Background: an optimization exercise with open tools, aiming at small area. Do not read the settings as production practice. The RTL was checked by simulation tests, not by an equivalence proof against the original design. Power figures rest on the tool's default switching activity, not on a simulated workload.

`flow/config.mk`:
```
export PLATFORM = sky130hd
export DESIGN_NAME = alu_pipe
export DESIGN_NICKNAME = alu_pipe
export VERILOG_FILES = /design/flow/design.v
export SDC_FILE = /design/flow/constraint.sdc
export NUM_CORES = 4
export LEC_CHECK = 0
export CAP_MARGIN = 20
export CORE_MARGIN = 2
export CORE_UTILIZATION = 40
export SLEW_MARGIN = 20
```
`flow/constraint.sdc`:
```
create_clock -name core_clock -period 4.0 [get_ports {clk}]
set_input_delay 0.8000 -clock core_clock [delete_from_list [all_inputs] [get_ports {clk}]]
set_output_delay 0.8000 -clock core_clock [all_outputs]
set_load 0.01 [all_outputs]
```
`flow/design.v`:
```
module alu_pipe (
  input  logic        clk,
  input  logic [4:0]  sel,
  input  logic [31:0] data1,
  input  logic [31:0] data2,
  output logic [31:0] result
);
  logic [4:0]  sel_q;
  logic [31:0] data1_q, data2_q, alu_y;
  always_ff @(posedge clk) begin
    sel_q   <= sel;
    data1_q <= data1;
    data2_q <= data2;
    result  <= alu_y;
  end
  alu u_alu (.sel(sel_q), .data1(data1_q), .data2(data2_q), .result(alu_y));
endmodule

module alu (
  input  logic [4:0]  sel,      
  input  logic [31:0] data1,    
  input  logic [31:0] data2,    
  output logic [31:0] result    
);
  always_comb begin
    unique case (sel)
      5'd0: result = $signed(data1) + $signed(data2);   
      5'd1: result = $signed(data1) - $signed(data2);   
      5'd2: result = data1 & data2;                     
      5'd3: result = data1 | data2;                     
      5'd4: result = data1 ^ data2;                     
      5'd5: result = data1 << 1;                        
      5'd6: result = data1 >> 1;                        
      5'd7: result = $signed(data1) >>> 1;              
      5'd8: result = (data1 > data2) ? 32'd1 : 32'd0;   
      5'd9: result = (data2 > data1) ? 32'd1 : 32'd0;   
      default: result = 32'd0;                          
    endcase
  end
endmodule
```
`flow/run.sh`:
```
#!/bin/bash
# synth_recipe.tcl (not shown) runs the flow's synth.tcl, then flattens the netlist and writes it again
# the make line also repeats each setting of config.mk as NAME=value (left out here)
make -C /OpenROAD-flow-scripts/flow DESIGN_CONFIG=/design/flow/config.mk WORK_HOME=/design/flow/orfs CLKGATE_MAP_FILE= SYNTH_SCRIPT=/design/flow/synth_recipe.tcl finish
```
==> results of run 1 <==
-- power groups by stage --
stage               logic, mW  clock network, mW  registers, mW
floorplan               0.578                  0           1.14
global placement        0.874                  0           1.15
detailed placement      0.868                  0           1.15
CTS                     0.875               1.01           1.13
global route            0.974               1.05           1.14
finish                  0.885              0.988           1.13
-- stage by stage --
| stage | utilization | worst slack [ps] | area [µm²] | total power, mW |
|---|---|---|---|---|
| after global placement | 0.471 | 786 | 9220 | 2.03 |
| final | 0.488 | 621 | 9560 | 3.00 |
| after CTS | 0.488 | 680 | 9560 | 3.02 |
| after global routing | 0.488 | 398 | 9560 | 3.16 |
| after floorplan | - | 1180 | 8040 | 1.72 |
| after detailed placement | 0.471 | 714 | 9220 | 2.02 |
-- per-layer routing --
| layer | global-route usage | up-vias | part of all wire | wire, µm |
|---|---|---|---|---|
| li1 | - | 3691 | - | - |
| met1 | 0.324 | 3527 | 0.49 | 11800 |
| met2 | 0.342 | 244 | 0.43 | 10400 |
| met3 | 0.0326 | 31 | 0.054 | 1290 |
| met4 | 0.0652 | 0 | 0.020 | 475 |
| met5 | 0 | - | 0 | 0 |
-- placed cells by master (no fill, tap or decap), types with 20 or more instances in the layout --
| master | count |
|---|---|
| a21oi_1 | 123 |
| nand2_1 | 52 |
| xnor2_1 | 26 |
| o21ai_0 | 74 |
| mux2i_1 | 26 |
| o22ai_1 | 23 |
| nor2_1 | 67 |
| inv_1 | 98 |
| ha_1 | 129 |
| clkdlybuf4s50_1 | 101 |
| dfxtp_1 | 100 |
| nor3_1 | 20 |
-- kinds of logic (layout without fill, tap and decap cells) --
logic type,after synthesis,after routing,synth area share
XOR/XNOR,27,27,0.0294
multiplexers,29,29,0.0366
AND/OR/NAND/NOR,212,212,0.128
AO/OA/AOI/OAI,352,352,0.273
flip-flops,101,101,0.251
adder cells (fa/ha/maj),131,131,0.206
buffers and inverters,158,227,0.0757
-- registers in the layout (all words and copies together), names as in the netlist --
signal   count
sel_q        5
data1_q     32
data2_q     32
result      32
-- final timing paths --
check | start | endpoint | depth (start not counted) | slack (ps)
hold / removal | data1_q[14] | result[13] | 2 | 600
setup reg to reg | data1_q[0] | result[28] | 13 | 620
hold reg to reg | data1_q[14] | result[13] | 2 | 600
setup / recovery | data1_q[0] | result[28] | 13 | 620
-- synth_stat cells, drive strengths merged (3+ instances only) --
cell type | n | area share
nor3 | 21 | 0.014
or2 | 4 | 0.0031
o21a | 3 | 0.0028
o211ai | 9 | 0.0090
nor4 | 8 | 0.0078
nand2 | 52 | 0.024
a31o | 3 | 0.0033
a21o | 5 | 0.0047
nor2b | 11 | 0.0086
nand3 | 9 | 0.0056
o311ai | 4 | 0.0044
o21bai | 17 | 0.016
o22ai | 23 | 0.018
o311a | 3 | 0.0037
a21oi | 124 | 0.078
a31oi | 10 | 0.0078
ha | 129 | 0.20
nor2 | 67 | 0.031
mux2 | 3 | 0.0042
nand2b | 10 | 0.0078
a221oi | 8 | 0.0095
a222oi | 5 | 0.0062
a2111oi | 4 | 0.0056
and2 | 4 | 0.0031
a211oi | 13 | 0.013
o21ai | 86 | 0.054
inv | 102 | 0.048
nand4 | 6 | 0.0047
or3 | 6 | 0.0053
a22oi | 3 | 0.0028
o31ai | 9 | 0.0084
and3 | 5 | 0.0039
mux2i | 26 | 0.032
buf | 17 | 0.010
clkbuf | 37 | 0.017
xnor2 | 26 | 0.028
dfxtp | 101 | 0.25
-- worst max-delay path: cells and delay by family, from the launching register on --
kind	cells	cell delay, ps
multiplexers	1	110
adder cells (fa/ha/maj)	2	590
AO/OA/AOI/OAI	6	1900
buffers and inverters	2	150
AND/OR/NAND/NOR	2	250
flip-flops	1	340
-- cell type report --
type / count / area, µm²
multi-input cells: 751 / 5410
inverters: 104 / 390
well taps: 265 / 332
repair buffers: 108 / 1060
fillers: 1977 / 10000
clock buffers: 12 / 267
flip-flops and latches: 101 / 2030
clock inverters: 3 / 67.6
==> results.toml, run 1 <==
[global_route]
antenna_found_initial = 0
track_usage = 0.223
grt_pass1_vias = 7079
gr-total-overflow = 0
grt_max_degree = 65
grt_pass1_wl_um = 38600

[clock_network]
path_clk_slew_ps = 70
cts_setup_buffers = 0
clk_path_buf_depth = 2
htreeDepth = 3
ctsResizeCount = 0
cts_buffers = 9
cts_num_sinks = 101
holdBufCountCts = 0
cts_tree = "built"
root_buffer = "clkbuf_16"
clk_latency_ps = 360

[critical_path]
cp_max_fo = 4
cp.arrival_ps = 3680
cpPeakStageDelay_ps = 420
start_kind = "register"
path_common_cell = "inv_1"
cp_data_required_time_ps = 4300
worst-setup-path-type = "reg -> reg"
crit_path_end_kind = "register"
critPathSlowestCell = "a311o_1"
crit_chain = "inv_1, ha_1, inv_1, fa_1, nor2b_1, o311ai_1, a31oi_1, o31ai_1, a21oi_1, a311o_1, a211oi_1, mux2i_1, nand3_1"

[placed_design]
gp_congestion = 0.909
hpwl_um = 17700
port-buffer-count = 101
dp.cells = 1329

[final_layout]
final_cells = 1344
antennaDiodeCount = 0
nets = 1276
drive_gt1_frac = 0.0463
area_growth_pct = 18.8

[run_status]
outcome = "no timing/DRC/antenna violations"

[route]
wire_per_inst_um = 17.8
dr.pass1.iters = 6
drc = 0
vias = 7493
viasPerCell = 5.58
first_iter_violations = 789
antenna_left = 0
routed_wl_um = 23900

[sta]
relSlewSlack = 0.243
fin_skew_ps = 9.57
hold_violations = 0
hold_ws_ps = 597
finalCritPeriodShare = 0.845
slew_violations = 0
max_freq_mhz = 296
worst_pin_slew_ps = 1130
layout_min_cycle_time_ps = 3380
setup_violations = 0
rsz0062_at_grt = "false"
fin_tns_setup_ps = 0

[hold_path]
hp-class = "reg -> reg"

[synthesis]
avgSynthCellArea_um2 = 7.96
synth_seq_cells = 101
syn_inst = 1010
yosysUniqueCellTypes = 78
syn_area_um2 = 8040
syn_nets = 1211
synth-main-ff-cell = "dfxtp_1"
synthArstFlopShare = 0
synth-edff-count = 0
ys_seq_area_frac = 0.251
yosysWarnings = 2

[power]
ir_drop_v = 0.000190
clockPowerShare = 0.329
sw_frac_of_total = 0.317
p_leak_nw = 4.14
p_sw_mw = 0.953
intPower_mw = 2.05
power_per_cell_area_nw_per_um2 = 314
combPwrFrac = 0.295
pwr-share-seq = 0.376

[floorplan]
num_rows = 51
boundaryPins = 102
dieArea_um2 = 21300
core-area_um2 = 19600
start_util = 0.411
die_w_um = 146
die_h_um = 146

[job]
maxCapViolCount = 0
==> run 2, diff against run 1 <==
==> flow/design.v (replaced) <==
module alu_pipe (
  input  logic        clk,
  input  logic [4:0]  sel,
  input  logic [31:0] data1,
  input  logic [31:0] data2,
  output logic [31:0] result
);
  logic [4:0]  sel_q;
  logic [31:0] data1_q, data2_q, alu_y;
  always_ff @(posedge clk) begin
    sel_q   <= sel;
    data1_q <= data1;
    data2_q <= data2;
    result  <= alu_y;
  end
  alu u_alu (.sel(sel_q), .data1(data1_q), .data2(data2_q), .result(alu_y));
endmodule

module alu (
  input  logic [4:0]  sel,
  input  logic [31:0] data1,
  input  logic [31:0] data2,
  output logic [31:0] result
);
  logic lo, arith, inv, cin, s_and, s_or, s_xor, s_shl, s_shr, s_sra, s_gt, s_lt;
  assign lo    = (sel[4:3] == 2'b00);
  assign arith = lo & (sel[2:1] == 2'b00);             
  assign s_and = lo & (sel[2:0] == 3'd2);
  assign s_or  = lo & (sel[2:0] == 3'd3);
  assign s_xor = lo & (sel[2:0] == 3'd4);
  assign s_shl = lo & (sel[2:0] == 3'd5);
  assign s_shr = lo & sel[2] & sel[1];                  
  assign s_sra = lo & (sel[2:0] == 3'd7);
  assign s_gt  = (sel == 5'd8);
  assign s_lt  = (sel == 5'd9);
  assign inv   = (sel == 5'd1) | s_gt | s_lt;
  assign cin   = (sel == 5'd1) | s_lt;
  logic [31:0] a, x, p, g;
  assign a = data1;
  assign x = data2 ^ {32{inv}};
  assign p = a ^ x;
  assign g = a & x;
  localparam int K = 4;
  localparam int NB = 32 / K;
  logic [32:0] c;
  logic [NB:0] cb;
  assign cb[0] = cin;
  genvar i, j;
  generate
    for (i = 0; i < NB; i++) begin : blk
      logic [K-1:0] gc;   
      logic [K-1:0] pc;   
      for (j = 0; j < K; j++) begin : bit_
        if (j == 0) begin
          assign gc[j] = g[i*K];
          assign pc[j] = p[i*K];
        end else begin
          assign gc[j] = g[i*K+j] | (p[i*K+j] & gc[j-1]);
          assign pc[j] = p[i*K+j] & pc[j-1];
        end
      end
      assign cb[i+1] = gc[K-1] | (pc[K-1] & cb[i]);
      assign c[i*K] = cb[i];
      for (j = 1; j < K; j++) begin : rip
        assign c[i*K+j] = g[i*K+j-1] | (p[i*K+j-1] & c[i*K+j-1]);
      end
    end
  endgenerate
  assign c[32] = cb[NB];
  logic [31:0] sum, lg, sh;
  assign sum = p ^ c[31:0];
  assign lg  = ({32{s_and}} & (data1 & data2)) | ({32{s_or}} & (data1 | data2)) | ({32{s_xor}} & p);
  assign sh  = ({32{s_shl}} & {a[30:0], 1'b0}) | ({32{s_shr}} & {a[31] & s_sra, a[31:1]});
  logic cmp;
  assign cmp = (s_gt & c[32]) | (s_lt & ~c[32]);
  assign result = ({32{arith}} & sum) | lg | sh | {31'd0, cmp};
endmodule
==> results.toml, run 2 <==
[power]
pwr-share-seq = 0.418
p_leak_nw = 3.12
ir_drop_v = 0.000317
clockPowerShare = 0.331
total_power_mw = 2.71
p_sw_mw = 0.693
sw_frac_of_total = 0.255
intPower_mw = 2.02
combPwrFrac = 0.251
power_per_cell_area_nw_per_um2 = 362

[critical_path]
cp_data_required_time_ps = 4250
worst-setup-path-type = "reg -> reg"
start_kind = "register"
crit_path_end_kind = "register"
cp.arrival_ps = 4410
regToRegSetupSlack_ps = -160
cp_max_fo = 7

[clock_network]
cts_num_sinks = 101
clk_latency_ps = 360
holdBufCountCts = 0
root_buffer = "clkbuf_16"
htreeDepth = 3
cts_buffers = 9
path_clk_slew_ps = 60
clk_path_buf_depth = 2
cts_tree = "built"

[sta]
worst_pin_slew_ps = 984
max_freq_mhz = 240
relSlewSlack = 0.339
fin_skew_ps = 8.72
setup_violations = 9
layout_min_cycle_time_ps = 4160
rsz0062_at_grt = "true"
setup_ws_ps = -162
finalCritPeriodShare = 1.04
slew_violations = 0
hold_violations = 0

[job]
maxCapViolCount = 0

[global_route]
track_usage = 0.208
grt_pass1_wl_um = 21500
antenna_found_initial = 0
gr-total-overflow = 0
grt_max_degree = 61
grt_pass1_vias = 4221

[synthesis]
yosysMostFrequentCell = "dfxtp_1"
ys_seq_area_frac = 0.402
synth-main-ff-cell = "dfxtp_1"
syn_inst = 474
avgSynthCellArea_um2 = 10.6
yosysWarnings = 1
syn_area_um2 = 5020
synth-edff-count = 0
synth_area_leaders = "dfxtp_1 40%, fa_1 9.6%, ha_1 8.0%, xor2_1 5.6%, mux2i_1 4.6%"
yosysUniqueCellTypes = 43
syn_nets = 600
synth_top_cells_by_count = "101 x dfxtp_1, 39 x a21oi_1, 38 x nor2_1"
synth_seq_cells = 101
synthArstFlopShare = 0
yosys.area.top_type = "dfxtp_1"
netlist.area_leader.share = 0.402

[route]
vias = 4253
drc = 0
dr.pass1.iters = 4
first_iter_violations = 200
routed_wl_um = 13300
antenna_left = 0
wire_per_inst_um = 16.3
viasPerCell = 5.21

[final_layout]
final_common_cell = "clkdlybuf4s50_1"
antennaDiodeCount = 0
reg_top3 = "data1_q x32, data2_q x32, result x32"
area_growth_pct = 49.0
fin_util = 0.615
nets = 772
final_cells = 816
drive_gt1_frac = 0.255
fillers = 989
final_cell_mix = "101 x clkdlybuf4s50_1, 98 x dfxtp_1, 79 x buf_4"

[floorplan]
die_h_um = 116
boundaryPins = 102
core-area_um2 = 12200
start_util = 0.413
die_w_um = 116
num_rows = 40
dieArea_um2 = 13500

[placed_design]
gp_congestion = 0.883
dp.cells = 788
place_ws_ps = -429
port-buffer-count = 101
hpwl_um = 9430

[run_status]
so_faults = "negative setup slack"
outcome = "complete, but fails checks"

[hold_path]
hp-class = "reg -> reg"
==> run 2: what timing repair did <==
action | CTS | global route
setup buffers | 10 | 4
gates resized for setup | 30 | 29
pin swaps | 29 | 31
endpoints found under the setup margin | 13 | 16
cloned | 1 | 0
==> run 2: routing by layer <==
metal,global-route usage,vias to the layer above,share of wire
met1,0.284,2037,0.46
met4,0.0690,0,0.015
li1,-,2104,-
met5,0,-,0
met2,0.329,98,0.47
met3,0.0476,14,0.048
==> run 2: worst max-delay path, stage by stage, from the launching register on <==
cell and delay [ps]:
dfxtp_2 320, or3_4 400, nor2_4 140, buf_12 150
buf_8 150, xor2_2 180, ha_4 230, buf_4 130
nand4_1 120, or2_4 160, o22a_1 140, buf_4 110
o211ai_2 100, nand2b_4 110, inv_2 40, fa_2 380
fa_2 360, fa_2 340, a32o_1 240, a221oi_2 170
nand2_1 70
==> run 2: cell families after synthesis <==
| family | count (synthesis) | share of synthesized area |
|---|---|---|
| buffers and inverters | 33 | 0.0259 |
| adder cells (fa/ha/maj) | 64 | 0.191 |
| multiplexers | 23 | 0.0458 |
| AND/OR/NAND/NOR | 97 | 0.0966 |
| XOR/XNOR | 32 | 0.0558 |
| flip-flops | 101 | 0.402 |
| AO/OA/AOI/OAI | 124 | 0.182 |
==> run 2: final timing paths <==
check / start / end / cells past startpoint
worst min-delay path: data1_q[31] / result[30] / 2
worst min register to register: data1_q[31] / result[30] / 2
worst max register to register: sel_q[2] / result[27] / 20
worst max-delay path: sel_q[2] / result[27] / 20
==> run 2: stage by stage <==
step           hold WS (ps)  TNS [ps]  instance area (µm²)
3_3_place_gp            553     -2660                 6800
3_5_place_dp            549     -3220                 6800
4_1_cts                 558     -1310                 7300
5_1_grt                 593     -2290                 7480
2_1_floorplan           493     -1120                 5150
6_report                549      -621                 7480
==> run 2: layout make-up <==
class / instances / area, µm² / share of cell area
inverter: 9 / 33.8 / 0.00451
clock inverter: 2 / 60.1 / 0.00802
multi-input combinational: 340 / 3210 / 0.429
sequential: 101 / 2030 / 0.271
timing repair buffer: 185 / 1700 / 0.227
clock buffer: 11 / 243 / 0.0324
tap: 168 / 210 / 0.0281
==> run 2: power groups by stage <==
stage	Clock, mW	Sequential (mW)	Combinational [mW]
floorplan	0	1.15	0.309
global placement	0	1.15	0.604
detailed placement	0	1.15	0.612
CTS	0.918	1.13	0.647
global route	0.963	1.14	0.746
finish	0.897	1.13	0.680
==> run 3, diff against run 2 <==
--- a/flow/config.mk
+++ b/flow/config.mk
@@ -5,6 +5,7 @@
 export SDC_FILE = /design/flow/constraint.sdc
 export NUM_CORES = 4
 export LEC_CHECK = 0
+export ABC_AREA = 1
 export CAP_MARGIN = 20
 export CORE_MARGIN = 2
 export CORE_UTILIZATION = 40
==> results.toml, run 3 <==
[critical_path]
cp.arrival_ps = 4360
regToRegSetupSlack_ps = -130
cp_data_required_time_ps = 4230
worst-setup-path-type = "reg -> reg"
cp_max_fo = 5
start_kind = "register"
crit_path_end_kind = "register"
r2r_cells = 27

[final_layout]
reg_top3 = "data1_q x32, data2_q x32, result x32"
drive_gt1_frac = 0.207
nets = 787
fillers = 1035
area_growth_pct = 45.0
final_common_cell = "clkdlybuf4s50_1"
final_cell_mix = "101 x clkdlybuf4s50_1, 97 x dfxtp_1, 57 x nand2_1"
antennaDiodeCount = 0

[clock_network]
cts_buffers = 9
path_clk_slew_ps = 70
clk_latency_ps = 350
cts_num_sinks = 101
root_buffer = "clkbuf_16"
cts_tree = "built"
htreeDepth = 3
clk_path_buf_depth = 2

[global_route]
track_usage = 0.207
antenna_found_initial = 0
grt_max_degree = 34
grt_pass1_wl_um = 21100
gr-total-overflow = 0
grt_pass1_vias = 4283

[synthesis]
yosysUniqueCellTypes = 35
synth-main-ff-cell = "dfxtp_1"
avgSynthCellArea_um2 = 9.49
syn_nets = 645
synth-edff-count = 0
synth_area_leaders = "dfxtp_1 41%, fa_1 9.8%, ha_1 8.1%, xor2_1 5.9%, nand2_1 4.8%"
synth_seq_cells = 101
yosysWarnings = 1
yosysMostFrequentCell = "dfxtp_1"
yosys.area.top_type = "dfxtp_1"
netlist.area_leader.share = 0.410
ys_seq_area_frac = 0.410
syn_area_um2 = 4930
synth_top_cells_by_count = "101 x dfxtp_1, 63 x nand2_1, 40 x o21ai_0"
synthArstFlopShare = 0
syn_inst = 519

[route]
vias = 4282
dr.pass1.iters = 4
wire_per_inst_um = 16.4
viasPerCell = 5.27
routed_wl_um = 13300
drc = 0
antenna_left = 0
first_iter_violations = 238

[sta]
setup_violations = 3
max_freq_mhz = 242
hold_violations = 0
fin_skew_ps = 7.54
relSlewSlack = 0.304
rsz0062_at_grt = "true"
worst_pin_slew_ps = 1040
setup_ws_ps = -131
fin_tns_setup_ps = -233
slew_violations = 0
layout_min_cycle_time_ps = 4130
finalCritPeriodShare = 1.03

[power]
total_power_mw = 2.66
power_per_cell_area_nw_per_um2 = 372
p_leak_nw = 2.94
ir_drop_v = 0.000267

[floorplan]
dieArea_um2 = 13200
start_util = 0.410
num_rows = 40
boundaryPins = 102
core-area_um2 = 12000
die_w_um = 115
die_h_um = 115

[hold_path]
hp-class = "reg -> reg"
hold_path_depth = 2

[placed_design]
gp_congestion = 0.847
port-buffer-count = 101
hpwl_um = 9430

[job]
maxCapViolCount = 0

[run_status]
so_faults = "negative setup slack"
outcome = "complete, but fails checks"
-- run 3: path summary, 6_finish.rpt --
check,endpoint,from
worst min register to register,result[23],data2_q[23]
worst min-delay path,result[23],data2_q[23]
worst max-delay path,result[27],sel_q[0]
worst max register to register,result[27],sel_q[0]
-- run 3: area by class of cell --
class	instances	area, µm²	share of cell area
inverters	40	158	0.0221
repair buffers	148	1420	0.198
well taps	147	184	0.0258
multi-input cells	361	3030	0.424
clock inverters	6	86.3	0.0121
flip-flops and latches	101	2030	0.285
clock buffers	10	239	0.0335
-- run 3: worst max-delay path: stages (launching register included) --
cell and delay [ps]:
dfxtp_4 370, nor2_4 100, inv_2 50, o22ai_4 140
buf_12 150, buf_12 150, xor2_4 200, ha_4 240
nand2_2 60, nor2_1 50, nand2_2 60, nand3_2 80
nand2_2 80, nand2_2 60, nand2_2 60, nand2_2 50
nand2_2 60, nand2_2 60, nand2_2 60, nand2_2 60
nand2_2 80, nand2_4 60, fa_2 370, fa_2 410
fa_2 390, or2_4 230, a32oi_2 210, nand3_1 100
-- run 3: routing by layer --
layer,global-route usage,part of all wire,vias up
met2,0.341,0.49,130
met1,0.271,0.44,2040
li1,-,-,2102
met3,0.0469,0.064,10
met5,0,0,-
met4,0.0659,0.014,0
-- run 3: cells by family (layout without fill, tap and decap cells) --
kind of cell | after synthesis | in the layout | share of synthesized area
AO/OA/AOI/OAI | 124 | 124 | 0.165
XOR/XNOR | 39 | 39 | 0.0693
adder cells (fa/ha/maj) | 56 | 56 | 0.179
buffers and inverters | 57 | 204 | 0.0445
flip-flops | 101 | 101 | 0.410
AND/OR/NAND/NOR | 142 | 142 | 0.132
-- run 3: where the power goes --
group	internal (mW)	total [mW]	leakage [nW]	switching [mW]
registers	1.07	1.13	0.846	0.0610
logic	0.330	0.597	1.94	0.266
clock network	0.563	0.931	0.158	0.368
-- run 3: what timing repair did --
action	CTS	global route
pin swaps	24	22
resized for setup	19	37
hold buffers	0	0
setup buffers	2	4
endpoints found under the setup margin	5	12
cloned	1	0
-- run 3: per-stage QoR --
stage / area, µm² / hold WS [ps] / instances / worst slack (ps) / utilization
2_1_floorplan: 5030 / 490 / 519 / -51.8 / -
3_3_place_gp: 6460 / 514 / 790 / -163 / 0.538
3_5_place_dp: 6460 / 513 / 790 / -267 / 0.538
4_1_cts: 6880 / 513 / 809 / -191 / 0.572
5_1_grt: 7140 / 561 / 813 / -322 / 0.594
6_report: 7140 / 512 / 813 / -131 / 0.594
==> run 4, diff against run 3 <==
==> flow/flow/run.sh (new file) <==
#!/bin/bash
# Own layout flow: the standard ORFS flow with a few make-variable overrides.
#  - ADDER_MAP_FILE empty: no full/half-adder cell extraction; ABC maps the adder logic.
#  - port buffers use the smallest buffer (buf_1) instead of the resizer's pick.
#  - power/area recovery after global routing.
set -euo pipefail
bash standard.sh \
  ADDER_MAP_FILE= \
  "BUFFER_PORTS_ARGS=-buffer_cell sky130_fd_sc_hd__buf_1" \
  RECOVER_POWER=100 \
  finish > standard_flow.log 2>&1
==> flow/standard.sh (new file) <==
#!/bin/bash
# synth_recipe.tcl (not shown) runs the flow's synth.tcl, then flattens the netlist and writes it again
# the make line also repeats each setting of config.mk as NAME=value (left out here)
make -C /OpenROAD-flow-scripts/flow DESIGN_CONFIG=/design/flow/config.mk WORK_HOME=/design/flow/orfs CLKGATE_MAP_FILE= SYNTH_SCRIPT=/design/flow/synth_recipe.tcl "${@:-finish}"
removed: flow/run.sh
==> results.toml, run 4 <==
[run_status]
outcome = "no timing/DRC/antenna violations"

[global_route]
gr-total-overflow = 0
grt_max_degree = 36
grt_pass1_vias = 5077
track_usage = 0.209
grt_pass1_wl_um = 23700
antenna_found_initial = 0

[sta]
finalCritPeriodShare = 0.876
rsz0062_at_grt = "false"
relSlewSlack = 0.474
hold_violations = 0
worst_pin_slew_ps = 786
layout_min_cycle_time_ps = 3500
slew_violations = 0
max_freq_mhz = 285
fin_tns_setup_ps = 0
setup_violations = 0
fin_skew_ps = 6.40
hold_ws_ps = 532

[synthesis]
synth-main-ff-cell = "dfxtp_1"
yosysWarnings = 1
yosysMostFrequentCell = "nand2_1"
synth_top_cells_by_count = "142 x nand2_1, 101 x dfxtp_1, 75 x inv_1"
ys_seq_area_frac = 0.389
synth_area_leaders = "dfxtp_1 39%, nand2_1 10%, nand3_1 6.4%, inv_1 5.4%, o21ai_0 3.9%"
synth-edff-count = 0
syn_inst = 698
yosys.area.top_type = "dfxtp_1"
syn_nets = 768
syn_area_um2 = 5200
avgSynthCellArea_um2 = 7.44
synth_seq_cells = 101
netlist.area_leader.share = 0.389
yosysUniqueCellTypes = 47
synthArstFlopShare = 0

[floorplan]
start_util = 0.410
dieArea_um2 = 13900
core-area_um2 = 12700
die_w_um = 118
die_h_um = 118
num_rows = 41
boundaryPins = 102

[final_layout]
area_growth_pct = 15.9
fin_util = 0.475
multi_input_area_um2 = 2730
final_area_um2 = 6020
final_cells = 977
fillers = 1293
final_cell_mix = "146 x nand2_1, 101 x dfxtp_1, 101 x buf_1"
antennaDiodeCount = 0
drive_gt1_frac = 0.107
nets = 870
final_common_cell = "nand2_1"
reg_top3 = "data1_q x32, data2_q x32, result x32"
regArea_um2 = 2020

[critical_path]
worst-setup-path-type = "reg -> reg"
cpPeakStageDelay_ps = 400
cp.arrival_ps = 3770
start_kind = "register"
critPathSlowestCell = "nand2_8"
cp_data_required_time_ps = 4270
reg2reg_from = "sel_q[1]"
crit_start = "sel_q[1]"
cp_top_family = "simple AND/OR/NAND/NOR gates"
crit_buf_inv = 0
cp_max_fo = 35
crit_path_end_kind = "register"

[job]
maxCapViolCount = 0

[clock_network]
htreeDepth = 3
ctsResizeCount = 0
cts_num_sinks = 101
path_clk_slew_ps = 70
holdBufCountCts = 0
cts_tree = "built"
cts_buffers = 9
root_buffer = "clkbuf_16"
clk_path_buf_depth = 2
clk_latency_ps = 350
cts_setup_buffers = 0

[route]
routed_wl_um = 14000
wire_per_inst_um = 14.4
viasPerCell = 5.15
vias = 5036
antenna_left = 0
first_iter_violations = 333
drc = 0
dr.pass1.iters = 5

[placed_design]
dp.cells = 961
place_area_um2 = 5740
port-buffer-count = 101
gp_congestion = 0.949
hpwl_um = 10400

[hold_path]
hp-class = "in -> reg"
hold_start = "data1[17]"

[power]
ir_drop_v = 0.000231
p_leak_nw = 2.71
power_per_cell_area_nw_per_um2 = 396
## run 4: cell types whose count changed in the layout (fill, tap and decap cells not counted), sizes merged, moves of 19 or more
cell and change:
nand2 +88, nor2 +30, buf +65, inv +38, o22ai +20, ha -32
fa -24, a21oi +19, nand3 +35, clkdlybuf4s50 -101
## run 4: per-stage QoR
step / setup WS (ps) / total power, mW
global placement: 708 / 1.56
detailed placement: 587 / 1.56
floorplan: 1310 / 1.44
CTS: 572 / 2.41
finish: 497 / 2.39
global route: 49.2 / 2.51
## run 4: kinds of logic (layout without fill, tap and decap cells)
kind of cell | Yosys count | after routing | share of synthesized area
buffers and inverters | 101 | 208 | 0.0850
adder cells (fa/ha/maj) | 3 | 3 | 0.00578
flip-flops | 101 | 101 | 0.389
AO/OA/AOI/OAI | 152 | 152 | 0.181
XOR/XNOR | 28 | 28 | 0.0530
AND/OR/NAND/NOR | 313 | 313 | 0.287
## run 4: final timing paths
path                       to  slack, ps  cells past startpoint
setup / recovery    result[0]        500                     25
hold / removal    data1_q[17]        530                      1
setup reg to reg    result[0]        500                     25
hold reg to reg     result[9]        570                      2
## run 4: area by class of cell
class,count,area share
clock inverter,3,0.00291
tap,172,0.0357
sequential,101,0.336
inverter,80,0.0503
timing repair buffer,112,0.0766
multi-input combinational,496,0.452
clock buffer,13,0.0465
## run 4: metal layers
metal	GRT usage	share of wire	wire length (µm)
met1	0.256	0.45	6320
met2	0.351	0.46	6440
met3	0.0436	0.060	837
met4	0.100	0.032	448
met5	0	0	0
## run 4: report_power, final
part	internal, mW	switching [mW]	total (mW)
Combinational	0.155	0.273	0.428
Sequential	1.07	0.0440	1.11
Clock	0.487	0.357	0.844
Total	1.71	0.674	2.39
## run 4: worst reg2reg max path, stage by stage (launching register included)
cell       delay (ps)
dfxtp_1           370
nor2_2            190
nand3_2           310
nand2_8           400
nand2_1           130
nand3_1           130
nand2_1           110
nor2_1            110
nand2_1            70
nand2_2           100
nand3_2            70
nand2_1           100
nand2_2            70
nand2_2            70
nand2_2            60
nand2_2            70
nand2_1            60
nand2_2            80
nand2_2            50
nand2_1           100
nand2_1            80
nand2_2            70
nand2_1            90
o21ai_0           310
nand4_1           130
o2111ai_1         100
==> run 5, diff against run 4 <==
==> flow/design.v (replaced) <==
module alu_pipe (
  input  logic        clk,
  input  logic [4:0]  sel,
  input  logic [31:0] data1,
  input  logic [31:0] data2,
  output logic [31:0] result
);
  logic [4:0]  sel_q;
  logic [31:0] data1_q, data2_q, alu_y;
  always_ff @(posedge clk) begin
    sel_q   <= sel;
    data1_q <= data1;
    data2_q <= data2;
    result  <= alu_y;
  end
  alu u_alu (.sel(sel_q), .data1(data1_q), .data2(data2_q), .result(alu_y));
endmodule

module alu (
  input  logic [4:0]  sel,
  input  logic [31:0] data1,
  input  logic [31:0] data2,
  output logic [31:0] result
);
  logic lo, arith, inv, cin, e_p, e_g, s_shl, s_shr, s_sra, s_gt, s_lt;
  assign lo    = (sel[4:3] == 2'b00);
  assign arith = lo & ~sel[2] & ~sel[1];               
  assign e_g   = lo & ~sel[2] & sel[1];                
  assign e_p   = lo & ((~sel[2] & sel[1] & sel[0]) | (sel[2] & ~sel[1] & ~sel[0]));  
  assign s_shl = lo & sel[2] & ~sel[1] & sel[0];       
  assign s_shr = lo & sel[2] & sel[1];                 
  assign s_sra = sel[0];                               
  assign s_gt  = (sel == 5'd8);
  assign s_lt  = (sel == 5'd9);
  assign inv   = (lo & ~sel[2] & ~sel[1] & sel[0]) | s_gt | s_lt;    
  assign cin   = (lo & ~sel[2] & ~sel[1] & sel[0]) | s_lt;           
  logic [31:0] a, x, p, g;
  assign a = data1;
  assign x = data2 ^ {32{inv}};
  assign p = a ^ x;
  assign g = a & x;
  localparam int NB = 8;
  function automatic int S(input int k);
    case (k)
      0: S = 0;  1: S = 3;  2: S = 7;  3: S = 11; 4: S = 16;
      5: S = 21; 6: S = 26; 7: S = 30; default: S = 32;
    endcase
  endfunction
  logic [32:0] c;
  logic [NB:0] cb;
  assign cb[0] = cin;
  genvar i, j;
  generate
    for (i = 0; i < NB; i++) begin : blk
      assign c[S(i)] = cb[i];
      for (j = S(i); j < S(i+1); j++) begin : rip
        if (j + 1 < S(i+1)) assign c[j+1] = g[j] | (p[j] & c[j]);
      end
      if (i == 0) begin : first
        assign cb[i+1] = g[S(i+1)-1] | (p[S(i+1)-1] & c[S(i+1)-1]);
      end else begin : skip
        logic [S(i+1)-S(i)-1:0] gc, pc;
        for (j = 0; j < S(i+1)-S(i); j++) begin : grp
          if (j == 0) begin
            assign gc[j] = g[S(i)];
            assign pc[j] = p[S(i)];
          end else begin
            assign gc[j] = g[S(i)+j] | (p[S(i)+j] & gc[j-1]);
            assign pc[j] = p[S(i)+j] & pc[j-1];
          end
        end
        assign cb[i+1] = gc[S(i+1)-S(i)-1] | (pc[S(i+1)-S(i)-1] & cb[i]);
      end
    end
  endgenerate
  assign c[32] = cb[NB];
  logic [31:0] s, u, v;
  logic cmp;
  assign s = p ^ c[31:0];
  assign u = ({32{e_p}} & p) | ({32{e_g}} & g);
  assign v = ({32{s_shl}} & {a[30:0], 1'b0}) | ({32{s_shr}} & {a[31] & s_sra, a[31:1]});
  assign cmp = (s_gt & c[32]) | (s_lt & ~c[32]);
  assign result = ({32{arith}} & s) | u | v | {31'd0, cmp};
endmodule
==> results.toml, run 5 <==
[run_status]
outcome = "no timing/DRC/antenna violations"

[final_layout]
nets = 791
area_growth_pct = 17.3
reg_top3 = "data1_q x32, data2_q x32, result x32"
final_common_cell = "nand2_1"
antennaDiodeCount = 0
drive_gt1_frac = 0.0826
final_cell_mix = "136 x nand2_1, 101 x dfxtp_1, 101 x buf_1"

[synthesis]
yosysMostFrequentCell = "nand2_1"
syn_inst = 619
syn_area_um2 = 4740
yosysUniqueCellTypes = 42
yosysWarnings = 1
synth_top_cells_by_count = "131 x nand2_1, 101 x dfxtp_1, 88 x inv_1"
synth_seq_cells = 101
ys_seq_area_frac = 0.427
synth-edff-count = 0
synth_area_leaders = "dfxtp_1 43%, nand2_1 10%, inv_1 7.0%, nor2_1 4.5%, o221ai_1 4.4%"
avgSynthCellArea_um2 = 7.65
synth-main-ff-cell = "dfxtp_1"
syn_nets = 689
yosys.area.top_type = "dfxtp_1"
netlist.area_leader.share = 0.427
synthArstFlopShare = 0

[critical_path]
cpPeakStageDelay_ps = 370
cp_num_cells = 31
cp_top_family = "simple AND/OR/NAND/NOR gates"
worst-setup-path-type = "reg -> reg"
crit_buf_inv = 1
crit_path_end_kind = "register"
cp_max_fo = 20
rr_endpoint = "result[25]"
cp.arrival_ps = 3610
r2r_cells = 31
regToRegSetupSlack_ps = 630
critPathSlowestCell = "nand2_4"
start_kind = "register"
path_common_cell = "nand2_1"
cp_data_required_time_ps = 4240
reg2reg_from = "sel_q[0]"

[global_route]
gr-total-overflow = 0
track_usage = 0.178
antenna_found_initial = 0
grt_pass1_vias = 4007
grt_pass1_wl_um = 18100
grt_max_degree = 27

[route]
viasPerCell = 4.93
antenna_left = 0
dr.pass1.iters = 5
drc = 0
routed_wl_um = 11100
wire_per_inst_um = 12.8
vias = 4282
first_iter_violations = 259

[sta]
fin_skew_ps = 9.40
layout_min_cycle_time_ps = 3370
relSlewSlack = 0.217
hold_violations = 0
rsz0062_at_grt = "false"
hold_ws_ps = 533
finalCritPeriodShare = 0.844
setup_violations = 0
max_freq_mhz = 296
fin_tns_setup_ps = 0
worst_pin_slew_ps = 1170
slew_violations = 0

[clock_network]
cts_num_sinks = 101
cts_buffers = 9
path_clk_slew_ps = 70
cts_setup_buffers = 0
clk_latency_ps = 350
cts_tree = "built"
holdBufCountCts = 0
root_buffer = "clkbuf_16"
clk_path_buf_depth = 2
htreeDepth = 3
ctsResizeCount = 0

[hold_path]
hold_start = "data1[13]"
hp-class = "in -> reg"
hold_path_depth = 1
hold_end = "data1_q[13]"

[power]
power_per_cell_area_nw_per_um2 = 444
ir_drop_v = 0.000289
p_leak_nw = 2.51

[floorplan]
dieArea_um2 = 12700
die_w_um = 113
core-area_um2 = 11500
start_util = 0.413
boundaryPins = 102
num_rows = 39
die_h_um = 113

[placed_design]
hpwl_um = 8140
gp_congestion = 0.872
port-buffer-count = 101

[job]
maxCapViolCount = 0
[run 5: cell type report]
cell class	instances	area [µm²]
fill	1141	5910
multi-input combinational	404	2230
sequential	101	2020
timing repair buffer	108	428
inverter	97	364
clock buffer	12	256
tap	143	179
clock inverter	4	77.6
[run 5: cells by family (layout without fill, tap and decap cells)]
| family | Yosys count | in the layout | synth area share |
|---|---|---|---|
| and+or+nand+nor | 258 | 258 | 0.237 |
| xor gates and xnor gates | 37 | 37 | 0.0835 |
| buffers and inverters | 114 | 221 | 0.0990 |
| AOI/OAI and AO/OA | 109 | 109 | 0.154 |
| DFF | 101 | 101 | 0.427 |
[run 5: how the worst max path moves through the flow]
stage / start / to / slack [ps]
3_5_place_dp: sel_q[1] / result[31] / 750
3_3_place_gp: sel_q[1] / result[31] / 830
6_report: sel_q[0] / result[25] / 630
2_1_floorplan: sel_q[0] / result[29] / 1360
5_1_grt: sel_q[0] / result[29] / 140
4_1_cts: sel_q[1] / result[29] / 720
[run 5: worst register-to-register path, delay by kind of cell (launching register included)]
| kind | cells | cell delay, ps |
|---|---|---|
| DFF | 1 | 350 |
| and+or+nand+nor | 30 | 2880 |
| buffers and inverters | 1 | 60 |
[run 5: metal layers]
layer / vias up / track usage / wire length (µm)
li1: 2221 / - / -
met5: - / 0 / 0
met1: 1890 / 0.232 / 5020
met4: 0 / 0.0837 / 255
met3: 20 / 0.0445 / 763
met2: 151 / 0.276 / 5090
[run 5: through the flow]
stage               worst slack (ps)  std cells  power (mW)  utilization  cell area (µm²)
floorplan                       1360        619        1.43            -             4740
global placement                 829        853        1.52        0.457             5250
detailed placement               748        853        1.53        0.457             5250
CTS                              725        869        2.50        0.487             5580
global route                     140        869        2.59        0.485             5560
finish                           626        869        2.46        0.485             5560
[run 5: where the power goes]
part	internal [mW]	switching [mW]	total (mW)
clock	0.587	0.374	0.961
sequential	1.07	0.0276	1.10
combinational	0.148	0.259	0.407
==> run 6, diff against run 5 <==
==> flow/flow/run.sh (replaced) <==
#!/bin/bash
# Own layout flow: the standard ORFS flow (standard.sh) with these changes:
#  - synthesis: the standard flow's synthesis script, with ABC mapping by flow/abc.script
#    (flow/synth_abc.tcl) and no full/half-adder cell extraction (ADDER_MAP_FILE empty);
#  - port buffers are the smallest buffer, buf_1;
#  - clock tree from clkbuf_8 cells, without dummy loads;
#  - power (and so area) recovery after global routing.
# Each tool's full output is in the ORFS logs under orfs/logs/; make's output is in standard_flow.log.
set -euo pipefail
here=$(pwd)
export OWN_ABC_SCRIPT=$here/flow/abc.script
bash standard.sh \
  SYNTH_SCRIPT=$here/flow/synth_abc.tcl \
  ADDER_MAP_FILE= \
  "BUFFER_PORTS_ARGS=-buffer_cell sky130_fd_sc_hd__buf_1" \
  "CTS_ARGS=-sink_clustering_enable -repair_clock_nets -buf_list sky130_fd_sc_hd__clkbuf_8 -root_buf sky130_fd_sc_hd__clkbuf_8 -dont_use_dummy_load" \
  RECOVER_POWER=100 \
  finish > standard_flow.log 2>&1
==> flow/flow/abc.script (new file) <==
strash
dch -f
map -B 0.9
topo
stime -c
==> flow/flow/synth_abc.tcl (new file) <==
# The standard flow's synthesis script (synth_recipe.tcl), with ABC's technology-mapping script
# replaced by the one named in OWN_ABC_SCRIPT.
proc synth {args} { yosys synth -nofsm -noshare {*}$args }

proc abc {args} {
  set i [lsearch -exact $args -script]
  if { $i >= 0 && [info exists ::env(OWN_ABC_SCRIPT)] } {
    lset args [expr {$i + 1}] $::env(OWN_ABC_SCRIPT)
  }
  puts "abc wrapper: abc $args"
  yosys abc {*}$args
}
source $::env(SCRIPTS_DIR)/synth.tcl
# left out here: clear keep_hierarchy, flatten, clean up, hide names made inside functions, write 1_2_yosys.v
--- a/flow/config.mk
+++ b/flow/config.mk
@@ -5,7 +5,6 @@
 export SDC_FILE = /design/flow/constraint.sdc
 export NUM_CORES = 4
 export LEC_CHECK = 0
-export ABC_AREA = 1
 export CAP_MARGIN = 20
 export CORE_MARGIN = 2
 export CORE_UTILIZATION = 40
==> results.toml, run 6 <==
[floorplan]
dieArea_um2 = 12000
die_h_um = 110
die_w_um = 110
num_rows = 38
boundaryPins = 102
core-area_um2 = 10800
start_util = 0.411

[synthesis]
syn_area_um2 = 4460
synth_top_family_by_area = "simple AND/OR/NAND/NOR gates"
yosysMostFrequentCell = "nand2_1"
syn_nets = 667
synth-simple-area-share = 0.234
avgSynthCellArea_um2 = 7.47
yosys.area.top_type = "dfxtp_1"
netlist.area_leader.share = 0.454
yosysWarnings = 1
ys_seq_area_frac = 0.454
synth_seq_cells = 101
synth_xor_area_frac = 0.0727
synthArstFlopShare = 0
synth-main-ff-cell = "dfxtp_1"
synth_compound_area_frac = 0.165
synth_area_leaders = "dfxtp_1 45%, nand2_1 12%, clkinv_1 7.5%, xnor2_1 5.9%, nor2_1 5.5%"
yosysUniqueCellTypes = 21
synthAdderAreaFrac = 0
synth-edff-count = 0
synthMuxAreaShare = 0
syn_inst = 597
synth_top_cells_by_count = "145 x nand2_1, 101 x dfxtp_1, 89 x clkinv_1"

[final_layout]
nets = 787
final_area_um2 = 5200
fillers = 1133
final_cell_mix = "144 x nand2_1, 101 x dfxtp_1, 101 x buf_1"
final_common_cell = "nand2_1"
antennaDiodeCount = 0
drive_gt1_frac = 0.0322
reg_top3 = "data1_q x32, data2_q x32, result x32"
area_growth_pct = 16.6

[clock_network]
htreeDepth = 3
cts_buffers = 9
cts_num_sinks = 101
root_buffer = "clkbuf_8"
clk_path_buf_depth = 2
clk_latency_ps = 390
path_clk_slew_ps = 100
cts_tree = "built"

[route]
drc = 0
dr.pass1.iters = 5
viasPerCell = 4.96
wire_per_inst_um = 12.7
vias = 4241
routed_wl_um = 10900
antenna_left = 0
first_iter_violations = 169

[global_route]
track_usage = 0.192
use_met1 = 0.228
grtUsageMet3 = 0.0611
grt_pass1_vias = 3945
grtUsageMet2 = 0.318
grt_max_degree = 33
gr-total-overflow = 0
antenna_found_initial = 0
grt_pass1_wl_um = 17700
grt_busiest_layer = "met2"

[sta]
setup_ws_ps = 484
fin_skew_ps = 33.3
slew_violations = 0
layout_min_cycle_time_ps = 3520
setup_violations = 0
max_freq_mhz = 284
hold_violations = 0
worst_pin_slew_ps = 996
relSlewSlack = 0.332
finalCritPeriodShare = 0.879

[power]
p_leak_nw = 2.04
p_sw_mw = 0.575
total_power_mw = 1.99
ir_drop_v = 0.000232
clockPowerShare = 0.251
pwr-share-seq = 0.552
combPwrFrac = 0.197
sw_frac_of_total = 0.289
power_per_cell_area_nw_per_um2 = 382
intPower_mw = 1.41

[critical_path]
cp.arrival_ps = 3820
cpPeakStageDelay_ps = 370
crit_chain = "clkinv_1, nor2_1, nand2_1, nand2_4, buf_4, xnor2_1, nand2_1, clkinv_1, nor2_1, nand2_1, nor3_1, nand2_1, nand2_1, nand2_1, nand2_1, nand2_1, nand2_1, nand2_1, nand2_1, nand2_1, o21ai_1, nand3_1, a21o_2, nand3_1"
start_kind = "register"
cp_data_required_time_ps = 4310
path_common_cell = "nand2_1"
worst-setup-path-type = "reg -> reg"
crit_path_end_kind = "register"
cp_max_fo = 14
critPathSlowestCell = "dfxtp_1"

[run_status]
outcome = "no timing/DRC/antenna violations"

[placed_design]
place_ws_ps = 310
hpwl_um = 7930
port-buffer-count = 101
place_area_um2 = 5080
gp_congestion = 0.839

[hold_path]
hp-class = "in -> reg"

[job]
maxCapViolCount = 0
-- run 6: changes by cell type after synthesis, moves of 4 or more --
cell / delta
inv_1: -88
clkinv_1: +86
nand2_2: -19
nand2_1: +14
clkbuf_1: -13
nor2_1: +8
inv_2: -6
o21ai_0: +6
xnor2_1: +6
o211ai_1: +4
o221ai_1: -4
xnor2_2: -4
-- run 6: cells by family after synthesis --
group,count (synthesis)
AO/OA/AOI/OAI,111
XOR/XNOR,37
buffers and inverters,89
AND/OR/NAND/NOR,259
flip-flops,101
-- run 6: power by group through the flow --
stage	combinational, mW	sequential (mW)	clock [mW]
final	0.391	1.10	0.498
after detailed placement	0.389	1.12	0
after global routing	0.448	1.10	0.563
after floorplan	0.271	1.13	0
after CTS	0.391	1.10	0.521
after global placement	0.382	1.12	0
-- run 6: repair_timing --
action                                  in CTS  in global routing
endpoints found under the setup margin       0                  5
buffers inserted                             0                  0
resized for setup                            0                  2
endpoints found under the hold margin        0                  0
hold buffers                                 0                  0
-- run 6: critical path: cells and delay by family (launching register included) --
kind | cells | cell delay, ps
buffers and inverters | 3 | 460
AO/OA/AOI/OAI | 2 | 450
flip-flops | 1 | 370
AND/OR/NAND/NOR | 18 | 2010
XOR/XNOR | 1 | 110
-- run 6: path summary, 6_finish.rpt --
| check | startpoint | to | slack (ps) | cells past startpoint |
|---|---|---|---|---|
| worst max-delay path | sel_q[0] | result[0] | 480 | 24 |
| worst min-delay path | data1[5] | data1_q[5] | 490 | 1 |
| worst max register to register | sel_q[0] | result[0] | 480 | 24 |
| worst min register to register | data1_q[23] | result[24] | 520 | 2 |
-- run 6: layout make-up --
| type | count | area [µm²] | share of cell area |
|---|---|---|---|
| Inverter | 89 | 334 | 0.0643 |
| Tap cell | 140 | 175 | 0.0337 |
| Clock buffer | 9 | 124 | 0.0238 |
| Timing Repair Buffer | 109 | 432 | 0.0831 |
| Sequential cell | 101 | 2020 | 0.389 |
| Multi-Input combinational cell | 407 | 2110 | 0.406 |
-- run 6: metrics by stage --
stage	cells	utilization	setup TNS (ps)	hold WS, ps
6_report	855	0.479	0	488
3_5_place_dp	846	0.468	0	515
4_1_cts	855	0.480	0	475
2_1_floorplan	597	-	0	478
5_1_grt	855	0.479	-1.80	469
3_3_place_gp	846	0.468	0	527
-- run 6: per-layer routing --
metal,routed length (µm),vias to the layer above
met3,786,24
met2,5150,136
met5,0,-
met4,232,0
li1,-,2218
met1,4710,1863

[separate check: timing with driven ports]
The results above use ideal ports. As a check the final layouts listed here were re-extracted and re-timed, cells and wires unchanged. Step 1 assumes that a clkbuf_16 drives the clock port and a buf_2 every other input. Step 2 times the ports against the registers' clock, not the clock port: input delays grow and output delays shrink by t, the midpoint of the rising clock arrivals with the driver on. Three values: ideal ports, drivers, drivers and shift; two values: the first two.
| run | t, ns | setup WS [ns] | worst setup path after step 2 | slew at the worst register clock pin (ns) | worst slew at a driven data input, ns |
|---|---|---|---|---|---|
| run 1 | 0.397 | 0.621 / 0.621 / 0.621 | register to register | 0.07 / 0.07 | 0.04 |
| run 2 | 0.394 | -0.162 / -0.162 / -0.162 | register to register | 0.06 / 0.06 | 0.04 |
| run 3 | 0.390 | -0.131 / -0.131 / -0.131 | register to register | 0.07 / 0.07 | 0.05 |
| run 4 | 0.390 | 0.497 / 0.497 / 0.497 | register to register | 0.07 / 0.07 | 0.04 |
| run 5 | 0.391 | 0.626 / 0.626 / 0.626 | register to register | 0.07 / 0.07 | 0.03 |
| run 6 | 0.410 | 0.484 / 0.484 / 0.484 | register to register | 0.10 / 0.10 | 0.04 |
